This design comes from an exercise in tuning for small area and a short achievable clock period on the open sky130 flow, not from production work.
Where RTL was checked, it was by simulation tests only, not by an equivalence proof against the original.
Power is estimated from default activity; no workload was simulated.

Design mp_alu, start of the top module:
module mp_alu(
    input sys_clk,
    input sys_rst,
    input issue,
    input[2:0] tag3,
    input[2:0] func3,
    input[6:0] flag7,
    input[3:0] shift,
    input[15:0] data_in1,
    input[15:0] data_in2,
    input fwd_en1,
    input fwd_en2,
    input[15:0] fwd_data1,
    input[15:0] fwd_data2,
    output wb,
    output wb32,
    output[31:0] wb_data
);
export LEC_CHECK = 0
export ABC_AREA = 1
export CAP_MARGIN = 20
export CORE_MARGIN = 2
export CORE_UTILIZATION = 40
export SETUP_SLACK_MARGIN = 2
export SLEW_MARGIN = 20
export SYNTH_HIERARCHICAL = 1
create_clock -name core_clock -period 16.0 [get_ports {sys_clk}]
standard.sh (not shown) runs the stock make flow with config.mk's settings and CLKGATE_MAP_FILE= SYNTH_SCRIPT=/design/flow/synth_recipe.tcl, a recipe that flattens the netlist after the stock synthesis.
==> flow/flow/run.sh <==
#!/bin/bash

export BUFFER_PORTS_ARGS="-buffer_cell sky130_fd_sc_hd__buf_2"
bash standard.sh > standard_flow.log 2>&1
Next try:
--- a/flow/design.v
+++ b/flow/design.v
@@ -79,24 +79,25 @@
 wire       bf   = bm_bfi | bm_bfx;
 wire[4:0]  kb   = bm_bfx ? B[3:0] + B[11:8] : {1'b0, B[11:8]};
 wire       sext = A[kb[3:0]] & B[12];
 reg[15:0]  bf_hi;
 always @(*)
     for(t = 0; t < 16; t = t + 1) bf_hi[t] = t > kb[3:0];
 wire[15:0] bf_m = (bf && !kb[4]) ? bf_hi : 16'h0;
 wire[15:0] X    = (A & ~bf_m) | ({16{sext}} & bf_m);
 wire[1:0]  kind = (u_ar | u_sh) ? MODE[2:1] : {1'b0, bm_bfx};
 wire[3:0]  K    = (u_ar | (u_sh & MODE[0]) | bm_pack) ? S : bm_cmp ? 4'd0 : B[3:0];
 wire       left = kind == 2'b00;
-wire[3:0]  r    = left ? -K : K;
-wire[15:0] r0   = r[0] ? {X[0],     X[15:1]} : X;
+wire[15:0] X1   = left ? {X[0], X[15:1]} : X;
+wire[3:0]  r    = left ? ~K : K;
+wire[15:0] r0   = r[0] ? {X1[0],    X1[15:1]} : X1;
 wire[15:0] r1   = r[1] ? {r0[1:0],  r0[15:2]} : r0;
 wire[15:0] r2   = r[2] ? {r1[3:0],  r1[15:4]} : r1;
 wire[15:0] rot  = r[3] ? {r2[7:0],  r2[15:8]} : r2;
 reg[15:0]  tk, tk_rev;
 always @(*)
     for(t = 0; t < 16; t = t + 1) begin
         tk[t] = t < K;
         tk_rev[t] = (15 - t) < K;
     end
 wire[15:0] sh_m = left ? tk : (kind != 2'b11) ? tk_rev : 16'h0;
 wire[15:0] sh_f = left ? ({16{bm_pack}} & B) : {16{(kind == 2'b10) & X[15]}};
After rerunning: Wire length increases by a few percent; area after synthesis went up slightly; clock power barely changes; sequential share of layout area drops by 0.18 points; hold slack gains 0.0053 ns; die area climbs slightly; core utilization went up by 0.37 points; fmax is about the same; sequential cell count stays the same; synthesized cell count increases by a few percent; cell area grows by a few percent; cell count went up by a few percent; worst setup slack got worse by 0.032 ns.


## the previous run
mp_alu, a different RTL version from the one above (not shown whole).
For scale: about 2000 cells after synthesis, roughly 43 flip-flops, ~120 I/O pins, about 0.013 mm^2 of cells after synthesis.
Settings: LEC_CHECK=0, ABC_AREA=1, CAP_MARGIN=20, CORE_MARGIN=2, CORE_UTILIZATION=40, SETUP_SLACK_MARGIN=2.5, SLEW_MARGIN=20, SYNTH_HIERARCHICAL=1; clock period 16.0 ns.
Scripts as last shown in full above: flow/flow/run.sh
Having completed the whole flow, the previous run delivered a layout that passed the timing, DRC and antenna checks.
Inputs modified between the previous run and the current run:
--- a/flow/design.v
+++ b/flow/design.v
@@ -67,57 +67,53 @@
 wire bm_bfx  = u_bm && MODE == 3'b010;
 wire bm_cmp  = u_bm && MODE == 3'b011;
 wire bm_pack = u_bm && MODE == 3'b111;
 wire bm_rev  = u_bm && MODE == 3'b001;
 wire bm_clz  = u_bm && MODE == 3'b101;
 wire bm_tbe  = u_bm && MODE == 3'b110;
 wire ar_add  = u_ar && MODE == 3'b000;
 wire ar_sub  = u_ar && MODE == 3'b011;
 wire ar_slt  = u_ar && MODE == 3'b100;
 wire ar_sltu = u_ar && MODE == 3'b110;
 wire ar_mov  = u_ar && MODE[2] && MODE[0];
 integer t;
-reg[15:0]  rng_hi;
+wire       bf   = bm_bfi | bm_bfx;
+wire[4:0]  kb   = bm_bfx ? B[3:0] + B[11:8] : {1'b0, B[11:8]};
+wire       sext = A[kb[3:0]] & B[12];
+reg[15:0]  bf_hi;
 always @(*)
-    for(t = 0; t < 16; t = t + 1) rng_hi[t] = t > B[11:8];
-wire       bfi_f = A[B[11:8]] & B[12];
-wire[3:0]  kx    = B[3:0] + B[11:8];
-wire       bfx_f = A[kx] & B[12];
-wire[15:0] bfi_m = bm_bfi ? rng_hi : 16'h0;
-wire[15:0] X     = (A & ~bfi_m) | ({16{bfi_f}} & bfi_m);
+    for(t = 0; t < 16; t = t + 1) bf_hi[t] = t > kb[3:0];
+wire[15:0] bf_m = (bf && !kb[4]) ? bf_hi : 16'h0;
+wire[15:0] X    = (A & ~bf_m) | ({16{sext}} & bf_m);
 wire[1:0]  kind = (u_ar | u_sh) ? MODE[2:1] : {1'b0, bm_bfx};
 wire[3:0]  K    = (u_ar | (u_sh & MODE[0]) | bm_pack) ? S : bm_cmp ? 4'd0 : B[3:0];
 wire       left = kind == 2'b00;
 wire[3:0]  r    = left ? -K : K;
 wire[15:0] r0   = r[0] ? {X[0],     X[15:1]} : X;
 wire[15:0] r1   = r[1] ? {r0[1:0],  r0[15:2]} : r0;
 wire[15:0] r2   = r[2] ? {r1[3:0],  r1[15:4]} : r1;
 wire[15:0] rot  = r[3] ? {r2[7:0],  r2[15:8]} : r2;
 reg[15:0]  tk, tk_rev;
 always @(*)
     for(t = 0; t < 16; t = t + 1) begin
         tk[t] = t < K;
         tk_rev[t] = (15 - t) < K;
     end
-wire[15:0] sr_m = (kind != 2'b11) ? tk_rev : 16'h0;
-wire[15:0] bfx_m = bm_bfx ? rng_hi : 16'h0;
-wire[15:0] sh_m = u_mu ? 16'hffff : left ? tk : sr_m | bfx_m;
-wire[15:0] sh_f = u_mu ? 16'h0 :
-                  left ? ({16{bm_pack}} & B) :
-                  {16{(kind == 2'b10) & A[15]}} | ({16{bfx_f}} & bfx_m & ~sr_m);
-wire[15:0] ShM  = (rot & ~sh_m) | (sh_f & sh_m);    
-wire[15:0] Sh   = ShM;
+wire[15:0] sh_m = left ? tk : (kind != 2'b11) ? tk_rev : 16'h0;
+wire[15:0] sh_f = left ? ({16{bm_pack}} & B) : {16{(kind == 2'b10) & X[15]}};
+wire[15:0] Sh   = (rot & ~sh_m) | (sh_f & sh_m);
 wire       sub  = ar_sub | ar_slt | ar_sltu | bm_cmp;
 wire       addb = ar_add | (u_sh & MODE[0]);
 wire[15:0] Bop  = sub ? ~B : addb ? B : 16'h0;
+wire[15:0] ShM  = u_mu ? 16'h0 : Sh;
 wire[15:0] Sum  = mp[15:0];    
 wire       sgn  = ar_slt | (bm_cmp & !S[0]);
 wire       lt   = (Sh[15] ^ B[15]) ? (sgn ? Sh[15] : B[15]) : Sum[15];
 reg[3:0] tt;
 always @(*)
     case(MODE)
     3'b000:   tt = 4'b1110;
     3'b100:  tt = 4'b1000;
     3'b010:  tt = 4'b0110;
     3'b001:  tt = 4'b1101;
     3'b101: tt = 4'b0100;
     3'b011: tt = 4'b1001;
@@ -776,25 +772,25 @@
 assign mp[20] = m_p0[20] ^ m_pg328_g;
 assign mp[21] = m_p0[21] ^ m_pg329_g;
 assign mp[22] = m_p0[22] ^ m_pg330_g;
 assign mp[23] = m_p0[23] ^ m_pg331_g;
 assign mp[24] = m_p0[24] ^ m_pg332_g;
 assign mp[25] = m_p0[25] ^ m_pg333_g;
 assign mp[26] = m_p0[26] ^ m_pg334_g;
 assign mp[27] = m_p0[27] ^ m_pg335_g;
 assign mp[28] = m_p0[28] ^ m_pg336_g;
 assign mp[29] = m_p0[29] ^ m_pg337_g;
 assign mp[30] = m_p0[30] ^ m_pg338_g;
 assign mp[31] = m_p0[31] ^ m_pg339_g;
-wire sel_sum = ar_add | ar_sub | u_sh | bm_bfi | bm_bfx | bm_pack;
+wire sel_sum = ar_add | ar_sub | u_sh | bf | bm_pack;
 wire sel_lt  = ar_slt | ar_sltu;
 wire sel_a   = bm_cmp & (lt ^ S[1]);
 wire sel_b   = ar_mov | (bm_cmp & !(lt ^ S[1]));
 wire mu_hi   = u_mu & MODE[2];
 wire mu_lo   = u_mu & !MODE[2];
 wire alu_zero = A == 16'h0;
 wire alu_wb   = !u_ar || (
                 MODE == 3'b101 ?  alu_zero : (
                 MODE == 3'b111 ? !alu_zero :
                 1'b1));
 wire alu_wb32 = u_ar ? !MODE[2] & (MODE[1] ^ MODE[0]) : (
                 u_mu ? !MODE[2] & (MODE[1] | MODE[0]) : 0);
### Flow results
The previous run closes out successfully: all stages finished, all timing, DRC and antenna checks passed. The current run ended with every stage complete and zero timing, DRC or antenna violations. Number of clock buffers in the layout: the current run higher than the previous run. Diff the previous run -> the current run: cell area shrank by 2.6%; utilization climbed 0.22 points; total iterations of the first detailed-routing run lost 1; worst setup slack after layout down 0.029 ns; global router's overall resource usage decreased 3.0 points. Looking at slew at the pin with the worst max-slew slack, the current run sits 0.11 ns below the previous run. When the current run is set beside the previous run, its number of vias per cell turns out to be 2.4% smaller. The current run against the previous run: sequential share of cell area increased by 0.16 points relative to the old numbers, data arrival time of the worst path increased by 0.03 ns relative to the old numbers, shortest period the worst path allows increased by 0.029 ns relative to the old numbers.
For the previous run, only the layout was checked, not whether the RTL still works.

-- static timing again, ports no longer ideal --
How much do the figures lean on ideal ports? The routed layouts below were timed once more, with nothing changed but the port constraints. Step 1 sets driving cells, clkbuf_16 on the clock port and buf_2 on the other inputs (assumed; they add their load-dependent delay and slew). Step 2 times the ports against the registers' clock, not the clock port: input delays grow and output delays shrink by t, the midpoint of the rising clock arrivals with the driver on. Three values: no drivers, after step 1, after step 2; two values: the first two.
| run | t (ns) | setup slack, ns | worst setup path at the end |
|---|---|---|---|
| the first run of note 1 | 0.323 | 2.366 / 2.335 / 2.335 | input to output |
| the second run of note 1 | 0.324 | 2.334 / 2.257 / 2.257 | input to output |
| the previous run | 0.326 | 2.762 / 2.737 / 2.737 | input to output |
| the current run | 0.326 | 2.733 / 2.688 / 2.688 | input to output |
After both steps setup and hold are still met in every run listed. The setup slack of the second run of note 1, which loses most, moves by -0.077 ns with the drivers and by -0.077 ns with both steps.
